Context: an optimization exercise on an open-source flow, tuned for small area. The choices shown serve that exercise and are no tape-out recipe.
Function was checked by simulation only, so behaviour that the tests miss may differ from the original.
Power is estimated from default activity; no workload was simulated.

--- design/flow/design.v ---
module car_dashboard_top (
    input  wire clk_50mhz,
    input  wire dip_sw8_reset,
    input  wire [5:0] dip_sw_gears,
    input  wire key_accel_n,
    input  wire key_brake_n,
    output wire [7:0] led_rpm,
    output wire [7:0] seg_single,
    output wire [7:0] ar_seg,
    output wire [7:0] ar_sel,
    output wire servo_ctrl,
    output wire piezo_out,
    output wire f_led1_r,
    output wire f_led1_g,
    output wire f_led1_b,
    output wire f_led2_r,
    output wire f_led2_g,
    output wire f_led2_b,
    output wire f_led3_r,
    output wire f_led3_g,
    output wire f_led3_b,
    output wire f_led4_r,
    output wire f_led4_g,
    output wire f_led4_b
);
    wire clk = clk_50mhz;
    wire rst = dip_sw8_reset;
    wire tick_1k, tick_10, sv_h0, sv_h1, sv_h19;
    wire [6:0] c_lo;
    dash_timebase u_tb (
        .clk(clk), .rst(rst), .tick_1k(tick_1k), .tick_10(tick_10), .c_lo(c_lo),
        .sv_h0(sv_h0), .sv_h1(sv_h1), .sv_h19(sv_h19)
    );
    wire a_st, b_st;
    dash_debounce u_acc (.clk(clk), .rst(rst), .tick_1k(tick_1k), .key_n(key_accel_n), .st(a_st));
    dash_debounce u_brk (.clk(clk), .rst(rst), .tick_1k(tick_1k), .key_n(key_brake_n), .st(b_st));
    reg [2:0] gear_sw;
    always @(*) begin
        casez (dip_sw_gears)
            6'b1?????: gear_sw = 3'd6;
            6'b01????: gear_sw = 3'd5;
            6'b001???: gear_sw = 3'd4;
            6'b0001??: gear_sw = 3'd3;
            6'b00001?: gear_sw = 3'd2;
            6'b000001: gear_sw = 3'd1;
            default:   gear_sw = 3'd0;
        endcase
    end
    wire [2:0] gear = rst ? 3'd0 : gear_sw;
    assign seg_single = seg7({1'b0, gear});
    wire [2:0] sp_h;
    wire [3:0] sp_t, sp_o;
    wire [2:0] g_l;
    dash_engine u_eng (
        .clk(clk), .rst(rst), .tick_10(tick_10), .thr(a_st), .brk(b_st), .gear(gear_sw),
        .sp_h(sp_h), .sp_t(sp_t), .sp_o(sp_o), .g_l(g_l)
    );
    wire [12:0] rpm;
    dash_rpm u_rpm (.g(g_l), .sp_h(sp_h), .sp_t(sp_t), .sp_o(sp_o), .rpm(rpm));
    wire [6:0] sv_r;
    wire [8:0] phi;
    wire r5500, r7000;
    dash_rpm_out u_ro (.rpm(rpm), .led(led_rpm), .r5500(r5500), .r7000(r7000), .sv_r(sv_r), .phi(phi));
    assign {f_led1_r, f_led1_g, f_led1_b} = {r5500, ~r7000, ~r5500};
    assign {f_led2_r, f_led2_g, f_led2_b} = {r5500, ~r7000, ~r5500};
    assign {f_led3_r, f_led3_g, f_led3_b} = {r5500, ~r7000, ~r5500};
    assign {f_led4_r, f_led4_g, f_led4_b} = {r5500, ~r7000, ~r5500};
    dash_display u_disp (
        .clk(clk), .rst(rst), .tick_1k(tick_1k), .sp_h(sp_h), .sp_t(sp_t), .sp_o(sp_o),
        .seg(ar_seg), .an(ar_sel)
    );
    assign servo_ctrl = sv_h0 | (sv_h1 & ge8(add8({1'b0, c_lo}, {1'b0, sv_r}, 1'b0), 8'd101)) |
                        (sv_h19 & tick_1k);
    dash_piezo u_pz (.clk(clk), .rst(rst), .phi(phi), .pz(piezo_out));
    function [7:0] add8;
        input [7:0] a;
        input [7:0] b;
        input ci;
        integer i;
        reg c;
        begin
            c = ci;
            for (i = 0; i < 8; i = i + 1) begin
                add8[i] = a[i] ^ b[i] ^ c;
                c = (a[i] & b[i]) | (c & (a[i] | b[i]));
            end
        end
    endfunction
    function ge8;
        input [7:0] a;
        input [7:0] b;
        integer i;
        reg c;
        begin
            c = 1'b1;
            for (i = 0; i < 8; i = i + 1)
                c = (a[i] & ~b[i]) | (c & (a[i] | ~b[i]));
            ge8 = c;
        end
    endfunction
    function [7:0] seg7;
        input [3:0] v;
        begin
            case (v)
                4'd0: seg7 = 8'b0011_1111;
                4'd1: seg7 = 8'b0000_0110;
                4'd2: seg7 = 8'b0101_1011;
                4'd3: seg7 = 8'b0100_1111;
                4'd4: seg7 = 8'b0110_0110;
                4'd5: seg7 = 8'b0110_1101;
                4'd6: seg7 = 8'b0111_1101;
                4'd7: seg7 = 8'b0000_0111;
                4'd8: seg7 = 8'b0111_1111;
                4'd9: seg7 = 8'b0110_1111;
                default: seg7 = 8'b1111_1111;
            endcase
        end
    endfunction
endmodule
module dash_timebase (
    input  wire clk,
    input  wire rst,
    output wire tick_1k,
    output wire tick_10,
    output reg  [6:0] c_lo,
    output wire sv_h0,
    output wire sv_h1,
    output wire sv_h19
);
    reg [4:0] k20;
    reg [2:0] k5;
    assign tick_1k = (c_lo == 7'd0);
    wire k20_last = (k20 == 5'd19);
    wire k5_last = (k5 == 3'd4);
    assign tick_10 = tick_1k & k20_last & k5_last;
    assign sv_h0 = (k20 == 5'd0);
    assign sv_h1 = (k20 == 5'd1);
    assign sv_h19 = k20_last;
    always @(posedge clk or posedge rst) begin
        if (rst) begin
            c_lo <= 7'd100;
            k20  <= 5'd0;
            k5   <= 3'd0;
        end else begin
            c_lo <= tick_1k ? 7'd99 : add7(c_lo, 7'h7f, 1'b0);
            if (tick_1k) begin
                k20 <= k20_last ? 5'd0 : add5(k20, 5'd0, 1'b1);
                if (k20_last)
                    k5 <= k5_last ? 3'd0 : add3(k5, 3'd0, 1'b1);
            end
        end
    end
    function [6:0] add7;
        input [6:0] a;
        input [6:0] b;
        input ci;
        integer i;
        reg c;
        begin
            c = ci;
            for (i = 0; i < 7; i = i + 1) begin
                add7[i] = a[i] ^ b[i] ^ c;
                c = (a[i] & b[i]) | (c & (a[i] | b[i]));
            end
        end
    endfunction
    function [4:0] add5;
        input [4:0] a;
        input [4:0] b;
        input ci;
        integer i;
        reg c;
        begin
            c = ci;
            for (i = 0; i < 5; i = i + 1) begin
                add5[i] = a[i] ^ b[i] ^ c;
                c = (a[i] & b[i]) | (c & (a[i] | b[i]));
            end
        end
    endfunction
    function [2:0] add3;
        input [2:0] a;
        input [2:0] b;
        input ci;
        integer i;
        reg c;
        begin
            c = ci;
            for (i = 0; i < 3; i = i + 1) begin
                add3[i] = a[i] ^ b[i] ^ c;
                c = (a[i] & b[i]) | (c & (a[i] | b[i]));
            end
        end
    endfunction
endmodule
module dash_debounce (
    input  wire clk,
    input  wire rst,
    input  wire tick_1k,
    input  wire key_n,
    output reg  st
);
    reg [1:0] sync;
    reg [2:0] cnt;
    always @(posedge clk or posedge rst) begin
        if (rst) begin
            sync <= 2'b00;
            st   <= 1'b0;
            cnt  <= 3'd0;
        end else begin
            sync <= {sync[0], ~key_n};
            if (tick_1k) begin
                if (sync[1] == st) begin
                    cnt <= 3'd0;
                end else if (cnt == 3'b100) begin
                    st  <= ~st;
                    cnt <= 3'd0;
                end else begin
                    cnt <= {cnt[1:0], ~cnt[2]};
                end
            end
        end
    end
endmodule
module dash_engine (
    input  wire clk,
    input  wire rst,
    input  wire tick_10,
    input  wire thr,
    input  wire brk,
    input  wire [2:0] gear,
    output reg  [2:0] sp_h,
    output reg  [3:0] sp_t,
    output reg  [3:0] sp_o,
    output reg  [2:0] g_l
);
    reg [4:0] d_acc, d_brk;
    reg [2:0] gm_h;
    reg [3:0] gm_t;
    always @(*) begin
        case (gear)
            3'd1: begin d_acc = 5'd2; d_brk = 5'd28; gm_h = 3'd0; gm_t = 4'd3; end
            3'd2: begin d_acc = 5'd3; d_brk = 5'd27; gm_h = 3'd0; gm_t = 4'd7; end
            3'd3: begin d_acc = 5'd4; d_brk = 5'd26; gm_h = 3'd1; gm_t = 4'd3; end
            3'd4: begin d_acc = 5'd5; d_brk = 5'd25; gm_h = 3'd2; gm_t = 4'd0; end
            3'd5: begin d_acc = 5'd6; d_brk = 5'd25; gm_h = 3'd3; gm_t = 4'd0; end
            3'd6: begin d_acc = 5'd6; d_brk = 5'd24; gm_h = 3'd4; gm_t = 4'd0; end
            default: begin d_acc = 5'd0; d_brk = 5'd24; gm_h = 3'd4; gm_t = 4'd0; end
        endcase
    end
    wire [4:0] delta = brk ? d_brk : thr ? d_acc : 5'h1f;
    wire [4:0] ox = add5({1'b0, sp_o}, delta, 1'b0);    
    wire o_neg = ox[4];
    wire o_big = ~ox[4] & ox[3] & (ox[2] | ox[1]);       
    wire [3:0] n_o = o_neg ? add4(ox[3:0], 4'd10, 1'b0) :
                     o_big ? add4(ox[3:0], 4'd6, 1'b0) : ox[3:0];
    wire t_zero = (sp_t == 4'd0);
    wire t_nine = (sp_t == 4'd9);
    wire [3:0] n_t = o_neg ? (t_zero ? 4'd9 : add4(sp_t, 4'hf, 1'b0)) :
                     o_big ? (t_nine ? 4'd0 : add4(sp_t, 4'd0, 1'b1)) : sp_t;
    wire t_bor = o_neg & t_zero;
    wire t_car = o_big & t_nine;
    wire [2:0] n_h = t_bor ? add3(sp_h, 3'h7, 1'b0) :
                     t_car ? add3(sp_h, 3'd0, 1'b1) : sp_h;
    wire below0 = t_bor & (sp_h == 3'd0);                
    wire s_lt_gm = ~ge3(sp_h, gm_h) | ((sp_h == gm_h) & ~ge4(sp_t, gm_t));
    wire [2:0] lim_h = s_lt_gm ? gm_h : 3'd4;
    wire [3:0] lim_t = s_lt_gm ? gm_t : 4'd0;
    wire n_lt_lim = ~ge3(n_h, lim_h) | ((n_h == lim_h) & ~ge4(n_t, lim_t));
    wire clamp_hi = thr & ~brk & ~n_lt_lim;
    always @(posedge clk or posedge rst) begin
        if (rst) begin
            sp_h <= 3'd0;
            sp_t <= 4'd0;
            sp_o <= 4'd0;
            g_l  <= 3'd0;
        end else if (tick_10) begin
            g_l <= gear;
            if (below0) begin
                sp_h <= 3'd0;
                sp_t <= 4'd0;
                sp_o <= 4'd0;
            end else if (clamp_hi) begin
                sp_h <= lim_h;
                sp_t <= lim_t;
                sp_o <= 4'd0;
            end else begin
                sp_h <= n_h;
                sp_t <= n_t;
                sp_o <= n_o;
            end
        end
    end
    function [4:0] add5;
        input [4:0] a;
        input [4:0] b;
        input ci;
        integer i;
        reg c;
        begin
            c = ci;
            for (i = 0; i < 5; i = i + 1) begin
                add5[i] = a[i] ^ b[i] ^ c;
                c = (a[i] & b[i]) | (c & (a[i] | b[i]));
            end
        end
    endfunction
    function [3:0] add4;
        input [3:0] a;
        input [3:0] b;
        input ci;
        integer i;
        reg c;
        begin
            c = ci;
            for (i = 0; i < 4; i = i + 1) begin
                add4[i] = a[i] ^ b[i] ^ c;
                c = (a[i] & b[i]) | (c & (a[i] | b[i]));
            end
        end
    endfunction
    function [2:0] add3;
        input [2:0] a;
        input [2:0] b;
        input ci;
        integer i;
        reg c;
        begin
            c = ci;
            for (i = 0; i < 3; i = i + 1) begin
                add3[i] = a[i] ^ b[i] ^ c;
                c = (a[i] & b[i]) | (c & (a[i] | b[i]));
            end
        end
    endfunction
    function ge4;
        input [3:0] a;
        input [3:0] b;
        integer i;
        reg c;
        begin
            c = 1'b1;
            for (i = 0; i < 4; i = i + 1)
                c = (a[i] & ~b[i]) | (c & (a[i] | ~b[i]));
            ge4 = c;
        end
    endfunction
    function ge3;
        input [2:0] a;
        input [2:0] b;
        integer i;
        reg c;
        begin
            c = 1'b1;
            for (i = 0; i < 3; i = i + 1)
                c = (a[i] & ~b[i]) | (c & (a[i] | ~b[i]));
            ge3 = c;
        end
    endfunction
endmodule
module dash_rpm (
    input  wire [2:0] g,
    input  wire [2:0] sp_h,
    input  wire [3:0] sp_t,
    input  wire [3:0] sp_o,
    output wire [12:0] rpm
);
    wire [17:0] vh = {2'b0, tab_h(g, {1'b0, sp_h})};
    wire [17:0] vt = {2'b0, tab_t(g, sp_t)};
    wire [17:0] vo = {2'b0, tab_o(g, sp_o)};
    wire [17:0] sum = add18(add18(vh, vt, 1'b0), vo, 1'b0);
    wire [14:0] rsum = sum[17:3];
    assign rpm = (g == 3'd0) | ~ge15(rsum, 15'd800) ? 13'd800 :
                 ge15(rsum, 15'd8001) ? 13'd8000 : rsum[12:0];
    function [15:0] tab_h;
        input [2:0] g;
        input [3:0] d;
        begin
            case ({g, d})
                {3'd1, 4'd0}: tab_h = 16'd0;
                {3'd1, 4'd1}: tab_h = 16'd64008;
                {3'd1, 4'd2}: tab_h = 16'd64008;
                {3'd1, 4'd3}: tab_h = 16'd64008;
                {3'd1, 4'd4}: tab_h = 16'd64008;
                {3'd2, 4'd0}: tab_h = 16'd0;
                {3'd2, 4'd1}: tab_h = 16'd43099;
                {3'd2, 4'd2}: tab_h = 16'd64008;
                {3'd2, 4'd3}: tab_h = 16'd64008;
                {3'd2, 4'd4}: tab_h = 16'd64008;
                {3'd3, 4'd0}: tab_h = 16'd0;
                {3'd3, 4'd1}: tab_h = 16'd27748;
                {3'd3, 4'd2}: tab_h = 16'd55497;
                {3'd3, 4'd3}: tab_h = 16'd64008;
                {3'd3, 4'd4}: tab_h = 16'd64008;
                {3'd4, 4'd0}: tab_h = 16'd0;
                {3'd4, 4'd1}: tab_h = 16'd19680;
                {3'd4, 4'd2}: tab_h = 16'd39360;
                {3'd4, 4'd3}: tab_h = 16'd59040;
                {3'd4, 4'd4}: tab_h = 16'd64008;
                {3'd5, 4'd0}: tab_h = 16'd0;
                {3'd5, 4'd1}: tab_h = 16'd16334;
                {3'd5, 4'd2}: tab_h = 16'd32668;
                {3'd5, 4'd3}: tab_h = 16'd49003;
                {3'd5, 4'd4}: tab_h = 16'd64008;
                {3'd6, 4'd0}: tab_h = 16'd0;
                {3'd6, 4'd1}: tab_h = 16'd14169;
                {3'd6, 4'd2}: tab_h = 16'd28339;
                {3'd6, 4'd3}: tab_h = 16'd42508;
                {3'd6, 4'd4}: tab_h = 16'd56678;
                default: tab_h = 16'bx;
            endcase
        end
    endfunction
    function [15:0] tab_t;
        input [2:0] g;
        input [3:0] d;
        begin
            case ({g, d})
                {3'd1, 4'd0}: tab_t = 16'd0;
                {3'd1, 4'd1}: tab_t = 16'd7084;
                {3'd1, 4'd2}: tab_t = 16'd14169;
                {3'd1, 4'd3}: tab_t = 16'd21254;
                {3'd1, 4'd4}: tab_t = 16'd28339;
                {3'd1, 4'd5}: tab_t = 16'd35424;
                {3'd1, 4'd6}: tab_t = 16'd42508;
                {3'd1, 4'd7}: tab_t = 16'd49593;
                {3'd1, 4'd8}: tab_t = 16'd56678;
                {3'd1, 4'd9}: tab_t = 16'd63763;
                {3'd2, 4'd0}: tab_t = 16'd0;
                {3'd2, 4'd1}: tab_t = 16'd4309;
                {3'd2, 4'd2}: tab_t = 16'd8619;
                {3'd2, 4'd3}: tab_t = 16'd12929;
                {3'd2, 4'd4}: tab_t = 16'd17239;
                {3'd2, 4'd5}: tab_t = 16'd21549;
                {3'd2, 4'd6}: tab_t = 16'd25859;
                {3'd2, 4'd7}: tab_t = 16'd30169;
                {3'd2, 4'd8}: tab_t = 16'd34479;
                {3'd2, 4'd9}: tab_t = 16'd38789;
                {3'd3, 4'd0}: tab_t = 16'd0;
                {3'd3, 4'd1}: tab_t = 16'd2774;
                {3'd3, 4'd2}: tab_t = 16'd5549;
                {3'd3, 4'd3}: tab_t = 16'd8324;
                {3'd3, 4'd4}: tab_t = 16'd11099;
                {3'd3, 4'd5}: tab_t = 16'd13874;
                {3'd3, 4'd6}: tab_t = 16'd16649;
                {3'd3, 4'd7}: tab_t = 16'd19424;
                {3'd3, 4'd8}: tab_t = 16'd22199;
                {3'd3, 4'd9}: tab_t = 16'd24973;
                {3'd4, 4'd0}: tab_t = 16'd0;
                {3'd4, 4'd1}: tab_t = 16'd1968;
                {3'd4, 4'd2}: tab_t = 16'd3936;
                {3'd4, 4'd3}: tab_t = 16'd5904;
                {3'd4, 4'd4}: tab_t = 16'd7872;
                {3'd4, 4'd5}: tab_t = 16'd9840;
                {3'd4, 4'd6}: tab_t = 16'd11808;
                {3'd4, 4'd7}: tab_t = 16'd13776;
                {3'd4, 4'd8}: tab_t = 16'd15744;
                {3'd4, 4'd9}: tab_t = 16'd17712;
                {3'd5, 4'd0}: tab_t = 16'd0;
                {3'd5, 4'd1}: tab_t = 16'd1633;
                {3'd5, 4'd2}: tab_t = 16'd3266;
                {3'd5, 4'd3}: tab_t = 16'd4900;
                {3'd5, 4'd4}: tab_t = 16'd6533;
                {3'd5, 4'd5}: tab_t = 16'd8167;
                {3'd5, 4'd6}: tab_t = 16'd9800;
                {3'd5, 4'd7}: tab_t = 16'd11434;
                {3'd5, 4'd8}: tab_t = 16'd13067;
                {3'd5, 4'd9}: tab_t = 16'd14700;
                {3'd6, 4'd0}: tab_t = 16'd0;
                {3'd6, 4'd1}: tab_t = 16'd1416;
                {3'd6, 4'd2}: tab_t = 16'd2833;
                {3'd6, 4'd3}: tab_t = 16'd4250;
                {3'd6, 4'd4}: tab_t = 16'd5667;
                {3'd6, 4'd5}: tab_t = 16'd7084;
                {3'd6, 4'd6}: tab_t = 16'd8501;
                {3'd6, 4'd7}: tab_t = 16'd9918;
                {3'd6, 4'd8}: tab_t = 16'd11335;
                {3'd6, 4'd9}: tab_t = 16'd12752;
                default: tab_t = 16'bx;
            endcase
        end
    endfunction
    function [15:0] tab_o;
        input [2:0] g;
        input [3:0] d;
        begin
            case ({g, d})
                {3'd1, 4'd0}: tab_o = 16'd0;
                {3'd1, 4'd1}: tab_o = 16'd709;
                {3'd1, 4'd2}: tab_o = 16'd1417;
                {3'd1, 4'd3}: tab_o = 16'd2126;
                {3'd1, 4'd4}: tab_o = 16'd2834;
                {3'd1, 4'd5}: tab_o = 16'd3543;
                {3'd1, 4'd6}: tab_o = 16'd4251;
                {3'd1, 4'd7}: tab_o = 16'd4960;
                {3'd1, 4'd8}: tab_o = 16'd5668;
                {3'd1, 4'd9}: tab_o = 16'd6377;
                {3'd2, 4'd0}: tab_o = 16'd0;
                {3'd2, 4'd1}: tab_o = 16'd431;
                {3'd2, 4'd2}: tab_o = 16'd862;
                {3'd2, 4'd3}: tab_o = 16'd1293;
                {3'd2, 4'd4}: tab_o = 16'd1724;
                {3'd2, 4'd5}: tab_o = 16'd2155;
                {3'd2, 4'd6}: tab_o = 16'd2586;
                {3'd2, 4'd7}: tab_o = 16'd3017;
                {3'd2, 4'd8}: tab_o = 16'd3448;
                {3'd2, 4'd9}: tab_o = 16'd3879;
                {3'd3, 4'd0}: tab_o = 16'd0;
                {3'd3, 4'd1}: tab_o = 16'd278;
                {3'd3, 4'd2}: tab_o = 16'd555;
                {3'd3, 4'd3}: tab_o = 16'd833;
                {3'd3, 4'd4}: tab_o = 16'd1110;
                {3'd3, 4'd5}: tab_o = 16'd1388;
                {3'd3, 4'd6}: tab_o = 16'd1665;
                {3'd3, 4'd7}: tab_o = 16'd1943;
                {3'd3, 4'd8}: tab_o = 16'd2220;
                {3'd3, 4'd9}: tab_o = 16'd2498;
                {3'd4, 4'd0}: tab_o = 16'd0;
                {3'd4, 4'd1}: tab_o = 16'd197;
                {3'd4, 4'd2}: tab_o = 16'd394;
                {3'd4, 4'd3}: tab_o = 16'd591;
                {3'd4, 4'd4}: tab_o = 16'd788;
                {3'd4, 4'd5}: tab_o = 16'd984;
                {3'd4, 4'd6}: tab_o = 16'd1181;
                {3'd4, 4'd7}: tab_o = 16'd1378;
                {3'd4, 4'd8}: tab_o = 16'd1575;
                {3'd4, 4'd9}: tab_o = 16'd1772;
                {3'd5, 4'd0}: tab_o = 16'd0;
                {3'd5, 4'd1}: tab_o = 16'd164;
                {3'd5, 4'd2}: tab_o = 16'd327;
                {3'd5, 4'd3}: tab_o = 16'd491;
                {3'd5, 4'd4}: tab_o = 16'd654;
                {3'd5, 4'd5}: tab_o = 16'd817;
                {3'd5, 4'd6}: tab_o = 16'd981;
                {3'd5, 4'd7}: tab_o = 16'd1144;
                {3'd5, 4'd8}: tab_o = 16'd1307;
                {3'd5, 4'd9}: tab_o = 16'd1471;
                {3'd6, 4'd0}: tab_o = 16'd0;
                {3'd6, 4'd1}: tab_o = 16'd142;
                {3'd6, 4'd2}: tab_o = 16'd284;
                {3'd6, 4'd3}: tab_o = 16'd426;
                {3'd6, 4'd4}: tab_o = 16'd567;
                {3'd6, 4'd5}: tab_o = 16'd709;
                {3'd6, 4'd6}: tab_o = 16'd851;
                {3'd6, 4'd7}: tab_o = 16'd992;
                {3'd6, 4'd8}: tab_o = 16'd1134;
                {3'd6, 4'd9}: tab_o = 16'd1276;
                default: tab_o = 16'bx;
            endcase
        end
    endfunction
    function [17:0] add18;
        input [17:0] a;
        input [17:0] b;
        input ci;
        integer i;
        reg c;
        begin
            c = ci;
            for (i = 0; i < 18; i = i + 1) begin
                add18[i] = a[i] ^ b[i] ^ c;
                c = (a[i] & b[i]) | (c & (a[i] | b[i]));
            end
        end
    endfunction
    function ge15;
        input [14:0] a;
        input [14:0] b;
        integer i;
        reg c;
        begin
            c = 1'b1;
            for (i = 0; i < 15; i = i + 1)
                c = (a[i] & ~b[i]) | (c & (a[i] | ~b[i]));
            ge15 = c;
        end
    endfunction
endmodule
module dash_rpm_out (
    input  wire [12:0] rpm,
    output wire [7:0] led,
    output wire r5500,
    output wire r7000,
    output wire [6:0] sv_r,
    output wire [8:0] phi
);
    assign r5500 = ge13(rpm, 13'd5500);
    assign r7000 = ge13(rpm, 13'd7000);
    assign led = {ge13(rpm, 13'd7800), ge13(rpm, 13'd7200), ge13(rpm, 13'd6500), r5500,
                  ge13(rpm, 13'd4000), ge13(rpm, 13'd2500), ge13(rpm, 13'd1000), 1'b1};
    reg [7:0] a;
    reg [2:0] r;
    integer i;
    always @(*) begin
        r = 3'd0;
        for (i = 7; i >= 0; i = i - 1) begin
            {a[i], r} = step5({r, rpm[5 + i]});
        end
    end
    wire [7:0] b = {r, rpm[4:0]};
    wire b80 = (r == 3'd4) | (r == 3'd3) | ((r == 3'd2) & rpm[4]);
    assign sv_r = {a[5:0], b80};
    assign phi = add9(add9({a[5:0], 3'd0}, {3'd0, a[5:0]}, 1'b0), {5'd0, ninth(b)}, 1'b0);
    function [3:0] step5;
        input [3:0] v;
        begin
            case (v)
                4'd0: step5 = {1'b0, 3'd0};
                4'd1: step5 = {1'b0, 3'd1};
                4'd2: step5 = {1'b0, 3'd2};
                4'd3: step5 = {1'b0, 3'd3};
                4'd4: step5 = {1'b0, 3'd4};
                4'd5: step5 = {1'b1, 3'd0};
                4'd6: step5 = {1'b1, 3'd1};
                4'd7: step5 = {1'b1, 3'd2};
                4'd8: step5 = {1'b1, 3'd3};
                4'd9: step5 = {1'b1, 3'd4};
                default: step5 = 4'bxxxx;
            endcase
        end
    endfunction
    function [3:0] ninth;
        input [7:0] b;
        begin
            case (b)
                8'd0: ninth = 4'd0;
                8'd1: ninth = 4'd0;
                8'd2: ninth = 4'd0;
                8'd3: ninth = 4'd0;
                8'd4: ninth = 4'd0;
                8'd5: ninth = 4'd0;
                8'd6: ninth = 4'd0;
                8'd7: ninth = 4'd0;
                8'd8: ninth = 4'd0;
                8'd9: ninth = 4'd0;
                8'd10: ninth = 4'd0;
                8'd11: ninth = 4'd0;
                8'd12: ninth = 4'd0;
                8'd13: ninth = 4'd0;
                8'd14: ninth = 4'd0;
                8'd15: ninth = 4'd0;
                8'd16: ninth = 4'd0;
                8'd17: ninth = 4'd0;
                8'd18: ninth = 4'd1;
                8'd19: ninth = 4'd1;
                8'd20: ninth = 4'd1;
                8'd21: ninth = 4'd1;
                8'd22: ninth = 4'd1;
                8'd23: ninth = 4'd1;
                8'd24: ninth = 4'd1;
                8'd25: ninth = 4'd1;
                8'd26: ninth = 4'd1;
                8'd27: ninth = 4'd1;
                8'd28: ninth = 4'd1;
                8'd29: ninth = 4'd1;
                8'd30: ninth = 4'd1;
                8'd31: ninth = 4'd1;
                8'd32: ninth = 4'd1;
                8'd33: ninth = 4'd1;
                8'd34: ninth = 4'd1;
                8'd35: ninth = 4'd1;
                8'd36: ninth = 4'd2;
                8'd37: ninth = 4'd2;
                8'd38: ninth = 4'd2;
                8'd39: ninth = 4'd2;
                8'd40: ninth = 4'd2;
                8'd41: ninth = 4'd2;
                8'd42: ninth = 4'd2;
                8'd43: ninth = 4'd2;
                8'd44: ninth = 4'd2;
                8'd45: ninth = 4'd2;
                8'd46: ninth = 4'd2;
                8'd47: ninth = 4'd2;
                8'd48: ninth = 4'd2;
                8'd49: ninth = 4'd2;
                8'd50: ninth = 4'd2;
                8'd51: ninth = 4'd2;
                8'd52: ninth = 4'd2;
                8'd53: ninth = 4'd2;
                8'd54: ninth = 4'd3;
                8'd55: ninth = 4'd3;
                8'd56: ninth = 4'd3;
                8'd57: ninth = 4'd3;
                8'd58: ninth = 4'd3;
                8'd59: ninth = 4'd3;
                8'd60: ninth = 4'd3;
                8'd61: ninth = 4'd3;
                8'd62: ninth = 4'd3;
                8'd63: ninth = 4'd3;
                8'd64: ninth = 4'd3;
                8'd65: ninth = 4'd3;
                8'd66: ninth = 4'd3;
                8'd67: ninth = 4'd3;
                8'd68: ninth = 4'd3;
                8'd69: ninth = 4'd3;
                8'd70: ninth = 4'd3;
                8'd71: ninth = 4'd3;
                8'd72: ninth = 4'd4;
                8'd73: ninth = 4'd4;
                8'd74: ninth = 4'd4;
                8'd75: ninth = 4'd4;
                8'd76: ninth = 4'd4;
                8'd77: ninth = 4'd4;
                8'd78: ninth = 4'd4;
                8'd79: ninth = 4'd4;
                8'd80: ninth = 4'd4;
                8'd81: ninth = 4'd4;
                8'd82: ninth = 4'd4;
                8'd83: ninth = 4'd4;
                8'd84: ninth = 4'd4;
                8'd85: ninth = 4'd4;
                8'd86: ninth = 4'd4;
                8'd87: ninth = 4'd4;
                8'd88: ninth = 4'd4;
                8'd89: ninth = 4'd5;
                8'd90: ninth = 4'd5;
                8'd91: ninth = 4'd5;
                8'd92: ninth = 4'd5;
                8'd93: ninth = 4'd5;
                8'd94: ninth = 4'd5;
                8'd95: ninth = 4'd5;
                8'd96: ninth = 4'd5;
                8'd97: ninth = 4'd5;
                8'd98: ninth = 4'd5;
                8'd99: ninth = 4'd5;
                8'd100: ninth = 4'd5;
                8'd101: ninth = 4'd5;
                8'd102: ninth = 4'd5;
                8'd103: ninth = 4'd5;
                8'd104: ninth = 4'd5;
                8'd105: ninth = 4'd5;
                8'd106: ninth = 4'd5;
                8'd107: ninth = 4'd6;
                8'd108: ninth = 4'd6;
                8'd109: ninth = 4'd6;
                8'd110: ninth = 4'd6;
                8'd111: ninth = 4'd6;
                8'd112: ninth = 4'd6;
                8'd113: ninth = 4'd6;
                8'd114: ninth = 4'd6;
                8'd115: ninth = 4'd6;
                8'd116: ninth = 4'd6;
                8'd117: ninth = 4'd6;
                8'd118: ninth = 4'd6;
                8'd119: ninth = 4'd6;
                8'd120: ninth = 4'd6;
                8'd121: ninth = 4'd6;
                8'd122: ninth = 4'd6;
                8'd123: ninth = 4'd6;
                8'd124: ninth = 4'd6;
                8'd125: ninth = 4'd7;
                8'd126: ninth = 4'd7;
                8'd127: ninth = 4'd7;
                8'd128: ninth = 4'd7;
                8'd129: ninth = 4'd7;
                8'd130: ninth = 4'd7;
                8'd131: ninth = 4'd7;
                8'd132: ninth = 4'd7;
                8'd133: ninth = 4'd7;
                8'd134: ninth = 4'd7;
                8'd135: ninth = 4'd7;
                8'd136: ninth = 4'd7;
                8'd137: ninth = 4'd7;
                8'd138: ninth = 4'd7;
                8'd139: ninth = 4'd7;
                8'd140: ninth = 4'd7;
                8'd141: ninth = 4'd7;
                8'd142: ninth = 4'd7;
                8'd143: ninth = 4'd8;
                8'd144: ninth = 4'd8;
                8'd145: ninth = 4'd8;
                8'd146: ninth = 4'd8;
                8'd147: ninth = 4'd8;
                8'd148: ninth = 4'd8;
                8'd149: ninth = 4'd8;
                8'd150: ninth = 4'd8;
                8'd151: ninth = 4'd8;
                8'd152: ninth = 4'd8;
                8'd153: ninth = 4'd8;
                8'd154: ninth = 4'd8;
                8'd155: ninth = 4'd8;
                8'd156: ninth = 4'd8;
                8'd157: ninth = 4'd8;
                8'd158: ninth = 4'd8;
                8'd159: ninth = 4'd8;
                default: ninth = 4'd0;
            endcase
        end
    endfunction
    function [8:0] add9;
        input [8:0] a;
        input [8:0] b;
        input ci;
        integer i;
        reg c;
        begin
            c = ci;
            for (i = 0; i < 9; i = i + 1) begin
                add9[i] = a[i] ^ b[i] ^ c;
                c = (a[i] & b[i]) | (c & (a[i] | b[i]));
            end
        end
    endfunction
    function ge13;
        input [12:0] a;
        input [12:0] b;
        integer i;
        reg c;
        begin
            c = 1'b1;
            for (i = 0; i < 13; i = i + 1)
                c = (a[i] & ~b[i]) | (c & (a[i] | ~b[i]));
            ge13 = c;
        end
    endfunction
endmodule
module dash_display (
    input  wire clk,
    input  wire rst,
    input  wire tick_1k,
    input  wire [2:0] sp_h,
    input  wire [3:0] sp_t,
    input  wire [3:0] sp_o,
    output wire [7:0] seg,
    output wire [7:0] an
);
    reg [1:0] disp;
    reg [3:0] dig;
    wire [3:0] d_sel = (disp == 2'd1) ? sp_t : (disp == 2'd2) ? sp_o : {1'b0, sp_h};
    always @(posedge clk or posedge rst) begin
        if (rst) begin
            disp <= 2'd0;
            dig  <= 4'd15;
        end else if (tick_1k) begin
            disp <= (disp == 2'd3) ? 2'd1 : add2(disp, 2'd0, 1'b1);
            dig  <= d_sel;
        end
    end
    assign seg = seg7(dig);
    assign an = {disp != 2'd3, disp != 2'd2, disp != 2'd1, 5'b11111};
    function [1:0] add2;
        input [1:0] a;
        input [1:0] b;
        input ci;
        integer i;
        reg c;
        begin
            c = ci;
            for (i = 0; i < 2; i = i + 1) begin
                add2[i] = a[i] ^ b[i] ^ c;
                c = (a[i] & b[i]) | (c & (a[i] | b[i]));
            end
        end
    endfunction
    function [7:0] seg7;
        input [3:0] v;
        begin
            case (v)
                4'd0: seg7 = 8'b0011_1111;
                4'd1: seg7 = 8'b0000_0110;
                4'd2: seg7 = 8'b0101_1011;
                4'd3: seg7 = 8'b0100_1111;
                4'd4: seg7 = 8'b0110_0110;
                4'd5: seg7 = 8'b0110_1101;
                4'd6: seg7 = 8'b0111_1101;
                4'd7: seg7 = 8'b0000_0111;
                4'd8: seg7 = 8'b0111_1111;
                4'd9: seg7 = 8'b0110_1111;
                default: seg7 = 8'b1111_1111;
            endcase
        end
    endfunction
endmodule
module dash_piezo (
    input  wire clk,
    input  wire rst,
    input  wire [8:0] phi,
    output reg  pz
);
    reg [9:0] pc;
    reg [8:0] qr;
    reg       pp;
    always @(posedge clk or posedge rst) begin
        if (rst) begin
            pc <= 10'd0;
            qr <= 9'd450;
            pp <= 1'b0;
            pz <= 1'b0;
        end else begin
            pz <= pz ^ pp;
            pp <= ~pp & ~ge9(qr, phi);
            if (pp) begin
                pc <= 10'd0;
                qr <= 9'd450;
            end else begin
                pc <= add10(pc, 10'd0, 1'b1);
                qr <= add9(qr, ~{6'd0, q_step(pc)}, 1'b1);
            end
        end
    end
    function [2:0] q_step;
        input [9:0] c;
        begin
            case (c)
                10'd98: q_step = 3'd5;
                10'd99: q_step = 3'd5;
                10'd100: q_step = 3'd5;
                10'd101: q_step = 3'd5;
                10'd102: q_step = 3'd4;
                10'd103: q_step = 3'd5;
                10'd104: q_step = 3'd4;
                10'd105: q_step = 3'd5;
                10'd106: q_step = 3'd4;
                10'd107: q_step = 3'd4;
                10'd108: q_step = 3'd4;
                10'd109: q_step = 3'd4;
                10'd110: q_step = 3'd4;
                10'd111: q_step = 3'd4;
                10'd112: q_step = 3'd4;
                10'd113: q_step = 3'd3;
                10'd114: q_step = 3'd4;
                10'd115: q_step = 3'd4;
                10'd116: q_step = 3'd3;
                10'd117: q_step = 3'd4;
                10'd118: q_step = 3'd3;
                10'd119: q_step = 3'd4;
                10'd120: q_step = 3'd3;
                10'd121: q_step = 3'd3;
                10'd122: q_step = 3'd3;
                10'd123: q_step = 3'd4;
                10'd124: q_step = 3'd3;
                10'd125: q_step = 3'd3;
                10'd126: q_step = 3'd3;
                10'd127: q_step = 3'd3;
                10'd128: q_step = 3'd3;
                10'd129: q_step = 3'd3;
                10'd130: q_step = 3'd3;
                10'd131: q_step = 3'd2;
                10'd132: q_step = 3'd3;
                10'd133: q_step = 3'd3;
                10'd134: q_step = 3'd3;
                10'd135: q_step = 3'd2;
                10'd136: q_step = 3'd3;
                10'd137: q_step = 3'd2;
                10'd138: q_step = 3'd3;
                10'd139: q_step = 3'd2;
                10'd140: q_step = 3'd3;
                10'd141: q_step = 3'd2;
                10'd142: q_step = 3'd3;
                10'd143: q_step = 3'd2;
                10'd144: q_step = 3'd2;
                10'd145: q_step = 3'd3;
                10'd146: q_step = 3'd2;
                10'd147: q_step = 3'd2;
                10'd148: q_step = 3'd2;
                10'd149: q_step = 3'd3;
                10'd150: q_step = 3'd2;
                10'd151: q_step = 3'd2;
                10'd152: q_step = 3'd2;
                10'd153: q_step = 3'd2;
                10'd154: q_step = 3'd2;
                10'd155: q_step = 3'd2;
                10'd156: q_step = 3'd2;
                10'd157: q_step = 3'd2;
                10'd158: q_step = 3'd2;
                10'd159: q_step = 3'd2;
                10'd160: q_step = 3'd2;
                10'd161: q_step = 3'd2;
                10'd162: q_step = 3'd1;
                10'd163: q_step = 3'd2;
                10'd164: q_step = 3'd2;
                10'd165: q_step = 3'd2;
                10'd166: q_step = 3'd2;
                10'd167: q_step = 3'd1;
                10'd168: q_step = 3'd2;
                10'd169: q_step = 3'd2;
                10'd170: q_step = 3'd1;
                10'd171: q_step = 3'd2;
                10'd172: q_step = 3'd2;
                10'd173: q_step = 3'd1;
                10'd174: q_step = 3'd2;
                10'd175: q_step = 3'd2;
                10'd176: q_step = 3'd1;
                10'd177: q_step = 3'd2;
                10'd178: q_step = 3'd1;
                10'd179: q_step = 3'd2;
                10'd180: q_step = 3'd1;
                10'd181: q_step = 3'd2;
                10'd182: q_step = 3'd1;
                10'd183: q_step = 3'd2;
                10'd184: q_step = 3'd1;
                10'd185: q_step = 3'd2;
                10'd186: q_step = 3'd1;
                10'd187: q_step = 3'd1;
                10'd188: q_step = 3'd2;
                10'd189: q_step = 3'd1;
                10'd190: q_step = 3'd1;
                10'd191: q_step = 3'd2;
                10'd192: q_step = 3'd1;
                10'd193: q_step = 3'd1;
                10'd194: q_step = 3'd2;
                10'd195: q_step = 3'd1;
                10'd196: q_step = 3'd1;
                10'd197: q_step = 3'd1;
                10'd198: q_step = 3'd2;
                10'd199: q_step = 3'd1;
                10'd200: q_step = 3'd1;
                10'd201: q_step = 3'd1;
                10'd202: q_step = 3'd2;
                10'd203: q_step = 3'd1;
                10'd204: q_step = 3'd1;
                10'd205: q_step = 3'd1;
                10'd206: q_step = 3'd1;
                10'd207: q_step = 3'd1;
                10'd208: q_step = 3'd2;
                10'd209: q_step = 3'd1;
                10'd210: q_step = 3'd1;
                10'd211: q_step = 3'd1;
                10'd212: q_step = 3'd1;
                10'd213: q_step = 3'd1;
                10'd214: q_step = 3'd1;
                10'd215: q_step = 3'd1;
                10'd216: q_step = 3'd1;
                10'd217: q_step = 3'd1;
                10'd218: q_step = 3'd1;
                10'd219: q_step = 3'd1;
                10'd220: q_step = 3'd1;
                10'd221: q_step = 3'd1;
                10'd222: q_step = 3'd1;
                10'd223: q_step = 3'd1;
                10'd224: q_step = 3'd1;
                10'd225: q_step = 3'd1;
                10'd226: q_step = 3'd1;
                10'd227: q_step = 3'd1;
                10'd228: q_step = 3'd1;
                10'd229: q_step = 3'd1;
                10'd230: q_step = 3'd1;
                10'd231: q_step = 3'd1;
                10'd232: q_step = 3'd1;
                10'd233: q_step = 3'd1;
                10'd234: q_step = 3'd1;
                10'd236: q_step = 3'd1;
                10'd237: q_step = 3'd1;
                10'd238: q_step = 3'd1;
                10'd239: q_step = 3'd1;
                10'd240: q_step = 3'd1;
                10'd241: q_step = 3'd1;
                10'd243: q_step = 3'd1;
                10'd244: q_step = 3'd1;
                10'd245: q_step = 3'd1;
                10'd246: q_step = 3'd1;
                10'd248: q_step = 3'd1;
                10'd249: q_step = 3'd1;
                10'd250: q_step = 3'd1;
                10'd251: q_step = 3'd1;
                10'd253: q_step = 3'd1;
                10'd254: q_step = 3'd1;
                10'd255: q_step = 3'd1;
                10'd257: q_step = 3'd1;
                10'd258: q_step = 3'd1;
                10'd259: q_step = 3'd1;
                10'd261: q_step = 3'd1;
                10'd262: q_step = 3'd1;
                10'd263: q_step = 3'd1;
                10'd265: q_step = 3'd1;
                10'd266: q_step = 3'd1;
                10'd268: q_step = 3'd1;
                10'd269: q_step = 3'd1;
                10'd271: q_step = 3'd1;
                10'd272: q_step = 3'd1;
                10'd274: q_step = 3'd1;
                10'd275: q_step = 3'd1;
                10'd277: q_step = 3'd1;
                10'd278: q_step = 3'd1;
                10'd280: q_step = 3'd1;
                10'd282: q_step = 3'd1;
                10'd283: q_step = 3'd1;
                10'd285: q_step = 3'd1;
                10'd287: q_step = 3'd1;
                10'd288: q_step = 3'd1;
                10'd290: q_step = 3'd1;
                10'd292: q_step = 3'd1;
                10'd293: q_step = 3'd1;
                10'd295: q_step = 3'd1;
                10'd297: q_step = 3'd1;
                10'd299: q_step = 3'd1;
                10'd301: q_step = 3'd1;
                10'd302: q_step = 3'd1;
                10'd304: q_step = 3'd1;
                10'd306: q_step = 3'd1;
                10'd308: q_step = 3'd1;
                10'd310: q_step = 3'd1;
                10'd312: q_step = 3'd1;
                10'd314: q_step = 3'd1;
                10'd316: q_step = 3'd1;
                10'd318: q_step = 3'd1;
                10'd320: q_step = 3'd1;
                10'd322: q_step = 3'd1;
                10'd324: q_step = 3'd1;
                10'd326: q_step = 3'd1;
                10'd329: q_step = 3'd1;
                10'd331: q_step = 3'd1;
                10'd333: q_step = 3'd1;
                10'd335: q_step = 3'd1;
                10'd338: q_step = 3'd1;
                10'd340: q_step = 3'd1;
                10'd342: q_step = 3'd1;
                10'd345: q_step = 3'd1;
                10'd347: q_step = 3'd1;
                10'd350: q_step = 3'd1;
                10'd352: q_step = 3'd1;
                10'd355: q_step = 3'd1;
                10'd357: q_step = 3'd1;
                10'd360: q_step = 3'd1;
                10'd362: q_step = 3'd1;
                10'd365: q_step = 3'd1;
                10'd368: q_step = 3'd1;
                10'd371: q_step = 3'd1;
                10'd373: q_step = 3'd1;
                10'd376: q_step = 3'd1;
                10'd379: q_step = 3'd1;
                10'd382: q_step = 3'd1;
                10'd385: q_step = 3'd1;
                10'd388: q_step = 3'd1;
                10'd391: q_step = 3'd1;
                10'd394: q_step = 3'd1;
                10'd398: q_step = 3'd1;
                10'd401: q_step = 3'd1;
                10'd404: q_step = 3'd1;
                10'd407: q_step = 3'd1;
                10'd411: q_step = 3'd1;
                10'd414: q_step = 3'd1;
                10'd418: q_step = 3'd1;
                10'd421: q_step = 3'd1;
                10'd425: q_step = 3'd1;
                10'd429: q_step = 3'd1;
                10'd432: q_step = 3'd1;
                10'd436: q_step = 3'd1;
                10'd440: q_step = 3'd1;
                10'd444: q_step = 3'd1;
                10'd448: q_step = 3'd1;
                10'd452: q_step = 3'd1;
                10'd456: q_step = 3'd1;
                10'd460: q_step = 3'd1;
                10'd465: q_step = 3'd1;
                10'd469: q_step = 3'd1;
                10'd474: q_step = 3'd1;
                10'd478: q_step = 3'd1;
                10'd483: q_step = 3'd1;
                10'd488: q_step = 3'd1;
                10'd493: q_step = 3'd1;
                10'd498: q_step = 3'd1;
                10'd503: q_step = 3'd1;
                10'd508: q_step = 3'd1;
                10'd513: q_step = 3'd1;
                10'd518: q_step = 3'd1;
                10'd524: q_step = 3'd1;
                default: q_step = 3'd0;
            endcase
        end
    endfunction
    function [9:0] add10;
        input [9:0] a;
        input [9:0] b;
        input ci;
        integer i;
        reg c;
        begin
            c = ci;
            for (i = 0; i < 10; i = i + 1) begin
                add10[i] = a[i] ^ b[i] ^ c;
                c = (a[i] & b[i]) | (c & (a[i] | b[i]));
            end
        end
    endfunction
    function [8:0] add9;
        input [8:0] a;
        input [8:0] b;
        input ci;
        integer i;
        reg c;
        begin
            c = ci;
            for (i = 0; i < 9; i = i + 1) begin
                add9[i] = a[i] ^ b[i] ^ c;
                c = (a[i] & b[i]) | (c & (a[i] | b[i]));
            end
        end
    endfunction
    function ge9;
        input [8:0] a;
        input [8:0] b;
        integer i;
        reg c;
        begin
            c = 1'b1;
            for (i = 0; i < 9; i = i + 1)
                c = (a[i] & ~b[i]) | (c & (a[i] | ~b[i]));
            ge9 = c;
        end
    endfunction
endmodule
--- design/flow/constraint.sdc ---
create_clock -name core_clock -period 120.0 [get_ports {clk_50mhz}]
set_input_delay 24.0000 -clock core_clock [delete_from_list [all_inputs] [get_ports {clk_50mhz}]]
set_output_delay 24.0000 -clock core_clock [all_outputs]
set_load 0.01 [all_outputs]
--- design/flow/flow/abc_area.script ---
strash
&get -n
&fraig -x
&deepsyn -T 120 -S 1
&dch -f
&nf -R 1000 -p
&put
--- design/flow/standard.sh ---
#!/bin/bash
# synth_recipe.tcl (not shown) runs the flow's synth.tcl, then flattens the netlist and writes it again
# the make line also repeats each setting of config.mk as NAME=value (left out here)
make -C /OpenROAD-flow-scripts/flow DESIGN_CONFIG=/design/flow/config.mk WORK_HOME=/design/flow/orfs CLKGATE_MAP_FILE= SYNTH_SCRIPT=/design/flow/synth_recipe.tcl "${@:-finish}"
--- design/flow/config.mk ---
export PLATFORM = sky130hd
export DESIGN_NAME = car_dashboard_top
export DESIGN_NICKNAME = car_dashboard_top
export VERILOG_FILES = /design/flow/design.v
export SDC_FILE = /design/flow/constraint.sdc
export NUM_CORES = 4
export LEC_CHECK = 0
export ABC_AREA = 1
export CAP_MARGIN = 20
export CORE_MARGIN = 2
export CORE_UTILIZATION = 60
export CTS_BUF_LIST = sky130_fd_sc_hd__clkbuf_8
export CTS_CLUSTER_DIAMETER = 200
export CTS_CLUSTER_SIZE = 30
export GPL_TIMING_DRIVEN = 0
export SLEW_MARGIN = 20
--- design/flow/flow/run.sh ---
#!/bin/bash
# Layout flow: the standard flow (standard.sh) with two changes to its
# synthesis, both in the combinational mapping only (registers untouched):
#  - yosys extract_fa is skipped, so adders are mapped by ABC like the rest
#    of the logic instead of being forced onto fa/ha cells;
#  - the final ABC mapping uses flow/abc_area.script (AIG resynthesis with
#    &deepsyn for up to 2 minutes, then area-recovery mapping with &nf)
#    instead of ORFS's abc_area.script.
# The ports are buffered as in the standard flow, with the smallest buffer
# (buf_1) instead of the one ORFS picks. Everything else (floorplan,
# placement, CTS, routing, finishing) is standard.sh unchanged. Each tool's output goes to a log file here.
set -euo pipefail
W=$(pwd)
ABC_SCRIPT="$W/flow/abc_area.script"

# synthesis script: synth_recipe.tcl with the two overrides inserted before
# it sources ORFS's synth.tcl
{
  head -n 1 synth_recipe.tcl
  cat <<EOS
proc extract_fa {args} { puts "flow: extract_fa skipped" }
proc abc {args} {
  set i [lsearch -exact \$args -script]
  if {\$i >= 0} { set args [lreplace \$args [expr {\$i + 1}] [expr {\$i + 1}] $ABC_SCRIPT] }
  set i [lsearch -exact \$args -D]
  if {\$i >= 0} { set args [lreplace \$args \$i [expr {\$i + 1}]] }
  puts "flow: abc \$args"
  yosys abc {*}\$args
}
EOS
  tail -n +2 synth_recipe.tcl
} > flow_synth.tcl

sed "s|SYNTH_SCRIPT=[^ ]*|SYNTH_SCRIPT=$W/flow_synth.tcl BUFFER_PORTS_ARGS='-buffer_cell sky130_fd_sc_hd__buf_1' MIN_BUF_CELL_AND_PORTS='sky130_fd_sc_hd__buf_1 A X'|" standard.sh > flow_standard.sh
grep -q "SYNTH_SCRIPT=$W/flow_synth.tcl" flow_standard.sh

bash flow_standard.sh > flow_make.log 2>&1
==> impl_metrics.ini, run 1 <==
[timing]
slew_violations = 0
rsz0062_at_grt = false
maxSlewHeadroom_pct = 31.7
finalCritPeriodShare_pct = 41.1
finalClockSkew_ps = 15.9
fin_tns_setup_ps = 0
worst_pin_slew_ps = 1020
fmax_ghz = 0.0203
setup_viol = 0
finalCriticalPeriod_ps = 49320
hold_viol = 0

[grt]
track_usage_pct = 32.7
grt_max_degree = 75
antenna_found_initial = 0
grt_pass1_wl_um = 35800
grt_pass1_vias = 7421
overflow = 0

[pwr]
leakagePower_nw = 3.16
ir_worst_vdd_v = 0.00000816
total_power_mw = 0.0458
powerDensity_mw_per_mm2 = 5.58

[route]
viasPerCell = 6.27
drtIter0Drc = 1120
detail_route.wl_per_cell_um = 16.2
drc = 0
antenna_left = 0
wl_um = 21700
drt-pass1-iter-count = 6
vias = 8423

[die]
ios = 56
fp.dieH_um = 116
core_area_mm2 = 0.0122
die_x_um = 116
rows = 40
die-area_mm2 = 0.0135
initial_utilization_pct = 62.1

[status]
status = no timing/DRC/antenna violations

[final_layout]
nets = 1181
antenna_cells = 0
post-route-util_pct = 67.4
drive_gt1_share_pct = 2.81
fin_cells = 1344
final_area_mm2 = 0.00820
syn2layout_area_growth_pct = 8.63

[logic_synthesis]
yosysSeqAreaShare_pct = 22.7
yosys-top-cells-area = dfrtp_1 19%, nand2_1 8.0%, xnor2_1 7.2%
synth_top_cell_by_area = dfrtp_1
yosysTopAreaCellShare_pct = 18.9
async_flop_share_pct = 100
netlist_area_mm2 = 0.00755
synthCells = 1106
yosys_warnings = 8
ys_seq_elements = 68
synth_flop_cell = dfrtp_1
synth_area_per_cell_um2 = 6.83
synth_edf_count = 0
ys_types = 60

[job]
maxCapViolations = 0

[placement]
gp_congestion = 1.07
place_inst = 1328
dpl.hpwl_um = 16000
dpl_cell_area_mm2 = 0.00798
port_buffers = 48

[clock_network]
post-cts-setup-buffers = 0
clock-sinks = 68
tritoncts = built
cts.clk_slew.worst_paths_ps = 80
htree_levels = 3
root_buffer = clkbuf_8
worstSkewPairLatency_ps = 370
cts_buffers = 9
ctsResizeCount = 0
cts_hold_buf = 0
clockBufferDepth = 2

[critical_path]
crit_fanout = 9
critPathRequiredTime_ps = 96000
ff2ff_setup_slack_ps = 104740
cp-start-kind = input port
cp_data_arrival_time_ps = 25320
endpoint_kind = output pin
crit_type = in2out

[hold_path]
worstHoldPathType = reg2reg
==> worst max-delay path, stage by stage <==
cell and delay [ps]:
buf_1 160, or3_1 410, nor3_1 230, nand2_1 190
nand3_1 130, nand2_1 50, buf_1 150
==> where the power goes <==
| part | internal, mW | total, mW | switching, mW |
|---|---|---|---|
| Sequential | 0.0230 | 0.0230 | 0.0000343 |
| Combinational | 0.000319 | 0.00137 | 0.00104 |
| Clock | 0.0118 | 0.0214 | 0.00961 |
| Total | 0.0351 | 0.0458 | 0.0107 |
==> registers in the layout (all words and copies together), names as in the netlist, 2 cells and up <==
name,count
u_eng.sp_t,4
u_pz.pc,10
u_tb.k20,5
u_tb.k5,3
u_brk.sync,2
u_eng.sp_o,4
u_tb.c_lo,7
u_acc.sync,2
u_disp.disp,2
u_brk.cnt,3
u_eng.sp_h,3
u_eng.g_l,3
u_pz.qr,9
u_disp.dig,4
u_acc.cnt,3
==> synth_stat cells (23+ instances only) <==
library cell / count
a21oi_1: 95
buf_1: 23
clkinv_1: 30
dfrtp_1: 57
nand2_1: 161
nand2b_1: 36
nand3_1: 40
nor2_1: 143
nor2b_1: 41
nor3_1: 30
o21ai_0: 91
xnor2_1: 62
xor2_1: 24
==> per-stage QoR <==
step / setup slack [ps] / hold slack (ps)
after global routing: 70530 / 370
final: 70680 / 359
after detailed placement: 70690 / 344
after floorplan: 69810 / 331
after global placement: 69120 / 333
after CTS: 70680 / 362
==> final timing paths <==
check                                           from                         end  depth (start not counted)
max in group asynchronous              dip_sw8_reset    u_eng.g_l[2]$_DFFE_PP0P_                          2
max reg2reg                u_eng.sp_t[0]$_DFFE_PP0P_           u_pz.pp$_DFF_PP0_                         60
min                          u_acc.sync[0]$_DFF_PP0_     u_acc.sync[1]$_DFF_PP0_                          0
max                                  dip_sw_gears[4]               seg_single[4]                          7
min reg2reg                  u_acc.sync[0]$_DFF_PP0_     u_acc.sync[1]$_DFF_PP0_                          0
min in group asynchronous              dip_sw8_reset  u_disp.disp[1]$_DFFE_PP0P_                          2
==> final cells by class <==
cell class / count / area [um^2]
Tap cell: 168 / 210
Sequential cell: 68 / 1720
Multi-Input combinational cell: 990 / 5660
Clock buffer: 9 / 124
Fill cell: 1140 / 3960
Inverter: 30 / 118
Buffer: 23 / 86.3
Clock inverter: 7 / 98.8
Timing Repair Buffer: 49 / 185
==> routing by layer <==
| layer | up-vias | global-route usage (%) | wire length, um |
|---|---|---|---|
| met2 | 470 | 49.8 | 9290 |
| met5 | - | 0 | 0 |
| li1 | 4115 | - | - |
| met3 | 67 | 7.16 | 2180 |
| met4 | 0 | 11.2 | 641 |
| met1 | 3771 | 46.2 | 9630 |
==> cell usage in the layout, fill, tap and decap left out, types with 16 or more instances in the layout <==
cell and n:
a21oi_1 95, nor2b_1 41, dfrtp_1 54, o21ai_0 91
xnor2_1 62, clkinv_1 29, nor3_1 30, buf_1 71
maj3_1 19, nand3_1 40, and2_0 19, a31oi_1 21
o31ai_1 16, nor2_1 143, nand2_1 161, xor2_1 24
nand2b_1 36
==> cells by family (layout without fill, tap and decap cells) <==
kind of cell | after synthesis | count (layout) | share of synthesized area [%]
simple gates | 533 | 533 | 33.3
xor+xnor | 86 | 86 | 9.98
buf+inv | 53 | 118 | 2.63
flops | 68 | 68 | 22.7
compound gates | 340 | 340 | 28.0
fa+ha+maj | 19 | 19 | 2.52
mux | 5 | 5 | 0.696
other cells | 2 | 7 | 0.0995
==> run 2, diff against run 1 <==
--- a/design/flow/flow/run.sh
+++ b/design/flow/flow/run.sh
@@ -4,11 +4,14 @@
 #  - yosys extract_fa is skipped, so adders are mapped by ABC like the rest
 #    of the logic instead of being forced onto fa/ha cells;
 #  - the final ABC mapping uses flow/abc_area.script (AIG resynthesis with
-#    &deepsyn for up to 2 minutes, then area-recovery mapping with &nf)
+#    &deepsyn for up to 5 minutes, then area-recovery mapping with &nf)
 #    instead of ORFS's abc_area.script.
-# The ports are buffered as in the standard flow, with the smallest buffer
-# (buf_1) instead of the one ORFS picks. Everything else (floorplan,
-# placement, CTS, routing, finishing) is standard.sh unchanged. Each tool's output goes to a log file here.
+# Every port is buffered as in the standard flow, but with the smallest
+# buffer (buf_1) instead of the one ORFS picks, and synthesis uses buf_1 for
+# the buffers it adds where one net drives several output ports.
+# Everything else (floorplan, placement, CTS, routing, finishing) is
+# standard.sh unchanged. The make output goes to flow_make.log here; ORFS
+# writes each step's log under orfs/logs/.
 set -euo pipefail
 W=$(pwd)
 ABC_SCRIPT="$W/flow/abc_area.script"
==> design/flow/flow/abc_area.script (replaced) <==
strash
&get -n
&fraig -x
&deepsyn -T 300 -S 1
&dch -f
&nf -R 1000 -p
&put
--- a/design/flow/config.mk
+++ b/design/flow/config.mk
@@ -9,8 +9,7 @@
 export CAP_MARGIN = 20
 export CORE_MARGIN = 2
 export CORE_UTILIZATION = 60
-export CTS_BUF_LIST = sky130_fd_sc_hd__clkbuf_8
-export CTS_CLUSTER_DIAMETER = 200
-export CTS_CLUSTER_SIZE = 30
+export CTS_BUF_LIST = sky130_fd_sc_hd__clkbuf_4 sky130_fd_sc_hd__clkbuf_8
+export CTS_CLUSTER_SIZE = 20
 export GPL_TIMING_DRIVEN = 0
 export SLEW_MARGIN = 20
==> run 2 against run 1 <==
Effect of this change: still clean on timing, DRC and antenna; sequential share of layout area rose by 0.27 points; flip-flop and latch count unchanged; clock skew shrank 10 ps; register-to-register slack better by 320 ps; via count shrank 0.21%; die area fell by 0.88%; first-iteration DRC count up 5.9%; design area down 1.3%; power fell by 7.4%; largest cell class unchanged.
==> impl_metrics.ini, run 2 <==
[status]
status = no timing/DRC/antenna violations

[job]
maxCapViolations = 0

[route]
detail_route.wl_per_cell_um = 16.1
antenna_left = 0
drc = 0
vias = 8405
drt-pass1-iter-count = 8
viasPerCell = 6.26
drtIter0Drc = 1186
wl_um = 21600

[clock_network]
post-cts-setup-buffers = 0
tritoncts = built
cts_buffers = 9
worstSkewPairLatency_ps = 350
clockBufferDepth = 2
root_buffer = clkbuf_8
ctsResizeCount = 0
cts_hold_buf = 0
cts.clk_slew.worst_paths_ps = 60
htree_levels = 3
clock-sinks = 68

[critical_path]
critPathRequiredTime_ps = 96000
crit_type = in2out
crit_fanout = 9
endpoint_kind = output pin
cpPeakStageDelay_ps = 400
reg2reg_to = u_pz.pp$_DFF_PP0_
ff2ff_setup_slack_ps = 105060
r2r_start = u_eng.g_l[2]$_DFFE_PP0P_
worstRegToRegCells = 58
worstSetupEndpoint = seg_single[5]
cp-startpoint = dip_sw_gears[4]
cp_slowest_cell = nor3_1
cp-start-kind = input port
cp_data_arrival_time_ps = 25960
crit_chain = buf_1 -> nor3_1 -> nand2b_1 -> nor2_1 -> nand2_1 -> a21oi_1 -> clkinv_1 -> a21oi_1 -> o21ai_0 -> buf_1

[logic_synthesis]
netlist_area_mm2 = 0.00748
synthXorXnorAreaFrac_pct = 10.3
synth_flop_cell = dfrtp_1
synth_compound_area_share_pct = 27.4
yosys-top-cells-area = dfrtp_1 19%, nor2_1 8.5%, nand2_1 7.7%
synth_top_cell_by_area = dfrtp_1
synth_area_per_cell_um2 = 6.78
synth_mux_area_share_pct = 0.585
synthAdderAreaFrac_pct = 2.68
yosysTopAreaCellShare_pct = 19.1
synth_top_family_by_area = simple AND/OR/NAND/NOR gates
yosysMostFrequentCell = nor2_1
synth_edf_count = 0
async_flop_share_pct = 100
ys_top_cells_by_count = 169 x nor2_1, 154 x nand2_1, 94 x a21oi_1
yosys_warnings = 8
ys_seq_elements = 68
yosysSeqAreaShare_pct = 22.9
synthSimpleGateAreaFrac_pct = 33.0
synthCells = 1104
ys_types = 61

[grt]
grt_pass1_wl_um = 35600
track_usage_pct = 32.6
grt_pass1_vias = 7339
overflow = 0
grt_max_degree = 71
antenna_found_initial = 0

[placement]
dpl.hpwl_um = 16000
port_buffers = 48
pre_cts_ws_ps = 70080
place_inst = 1326
gp_congestion = 1.04

[final_layout]
most-common-layout-cells = 169 x nor2_1, 154 x nand2_1, 94 x a21oi_1
nets = 1179
layout_commonest_cell = nor2_1
fin_cells = 1342
syn2layout_area_growth_pct = 8.18
regMostFlops = u_pz.pc
antenna_cells = 0
reg_top3 = u_pz.pc: 10 flops, u_pz.qr: 9 flops, u_tb.c_lo: 7 flops
largest_reg_flops = 10
drive_gt1_share_pct = 2.81

[die]
core_area_mm2 = 0.0121
die-area_mm2 = 0.0134
die_x_um = 116
ios = 56
fp.dieH_um = 116
rows = 40
initial_utilization_pct = 61.8

[timing]
worst_pin_slew_ps = 1070
finalClockSkew_ps = 5.72
maxSlewHeadroom_pct = 28.6
finalCriticalPeriod_ps = 49960
fin_tns_setup_ps = 0
hold_viol = 0
hold_ws_ps = 355
rsz0062_at_grt = false
setup_slack_ps = 70040
finalCritPeriodShare_pct = 41.6
slew_violations = 0
setup_viol = 0
fmax_ghz = 0.0200

[pwr]
powerDensity_mw_per_mm2 = 5.24
leakagePower_nw = 2.95
total_power_mw = 0.0424
ir_worst_vdd_v = 0.00000647

[hold_path]
hp-start = u_brk.sync[0]$_DFF_PP0_
worstHoldPathType = reg2reg
run 2: critical path, delay by kind of cell:
kind,cells,cell delay (ps)
buffers and inverters,3,440
AOI/OAI and AO/OA,3,690
and+or+nand+nor,4,820
run 2: logic make-up (layout without fill, tap and decap cells):
logic type | after synthesis | in the layout
muxes | 4 | 4
other | 2 | 7
buffers and inverters | 62 | 127
AOI/OAI and AO/OA | 330 | 330
xor gates and xnor gates | 86 | 86
and+or+nand+nor | 532 | 532
adders and majority gates | 20 | 20
DFF | 68 | 68
run 2: per-stage QoR:
stage	util [%]	cell area, um^2
floorplan	-	7500
global route	66.8	8090
finish	66.8	8090
CTS	66.8	8090
global placement	65.2	7890
detailed placement	65.4	7920
run 2: worst min path at each step:
stage	slack, ps	depth (start not counted)	end
after floorplan	330	0	u_acc.sync[1]$_DFF_PP0_
after global placement	330	0	u_acc.sync[1]$_DFF_PP0_
after detailed placement	340	0	u_brk.sync[1]$_DFF_PP0_
after CTS	350	0	u_brk.sync[1]$_DFF_PP0_
after global routing	360	0	u_brk.sync[1]$_DFF_PP0_
final	350	0	u_brk.sync[1]$_DFF_PP0_
run 2: cell type report:
type                    count  area [um^2]
well taps                 168          210
repair buffers             49          185
plain buffers              23         86.3
clock inverters             2         10.0
multi-input cells         979         5570
inverters                  39          151
clock buffers              14          168
fillers                  1154         4020
flip-flops and latches     68         1720
run 2: routing by layer:
metal  routed length (um)  global-route usage (%)  up-vias  part of all wire [%]
li1                     -                       -     4117                     -
met1                 9490                    46.1     3792                    44
met2                 9580                    51.4      432                    44
met3                 1890                    6.12       64                   8.7
met4                  607                    9.05        0                   2.8
met5                    0                       0        -                     0
run 2: power breakdown:
part | total (mW) | leakage (nW) | internal (mW) | switching, mW
clock network | 0.0173 | 0.0981 | 0.00894 | 0.00834
registers | 0.0232 | 0.819 | 0.0230 | 0.000179
logic | 0.00189 | 2.03 | 0.000436 | 0.00145

==> afterwards: timing with drivers on the ports <==
Ports are ideal in the flow. The routed layouts listed here were re-timed in OpenROAD.
Step 1 sets driving cells, clkbuf_16 on the clock port and buf_2 on the other inputs (assumed; they add their load-dependent delay and slew).
Step 2 moves the port delays by t, midway between the first and last clock arrival at a register: inputs arrive t later, outputs are due t later. That takes back most of the time a late clock gives input paths.
Three values: ideal, step 1, step 2; two values: the first two.
run	shift t [ns]	setup WS [ns]	slew at the worst register clock pin (ns)
run 1	0.397	70.679 / 70.659 / 70.659	0.09 / 0.09
run 2	0.377	70.044 / 70.025 / 70.025	0.07 / 0.07
After both steps every run listed still meets setup and hold. For run 1, which loses most, drivers alone change the setup slack by -0.020 ns; drivers and shift together by -0.020 ns.
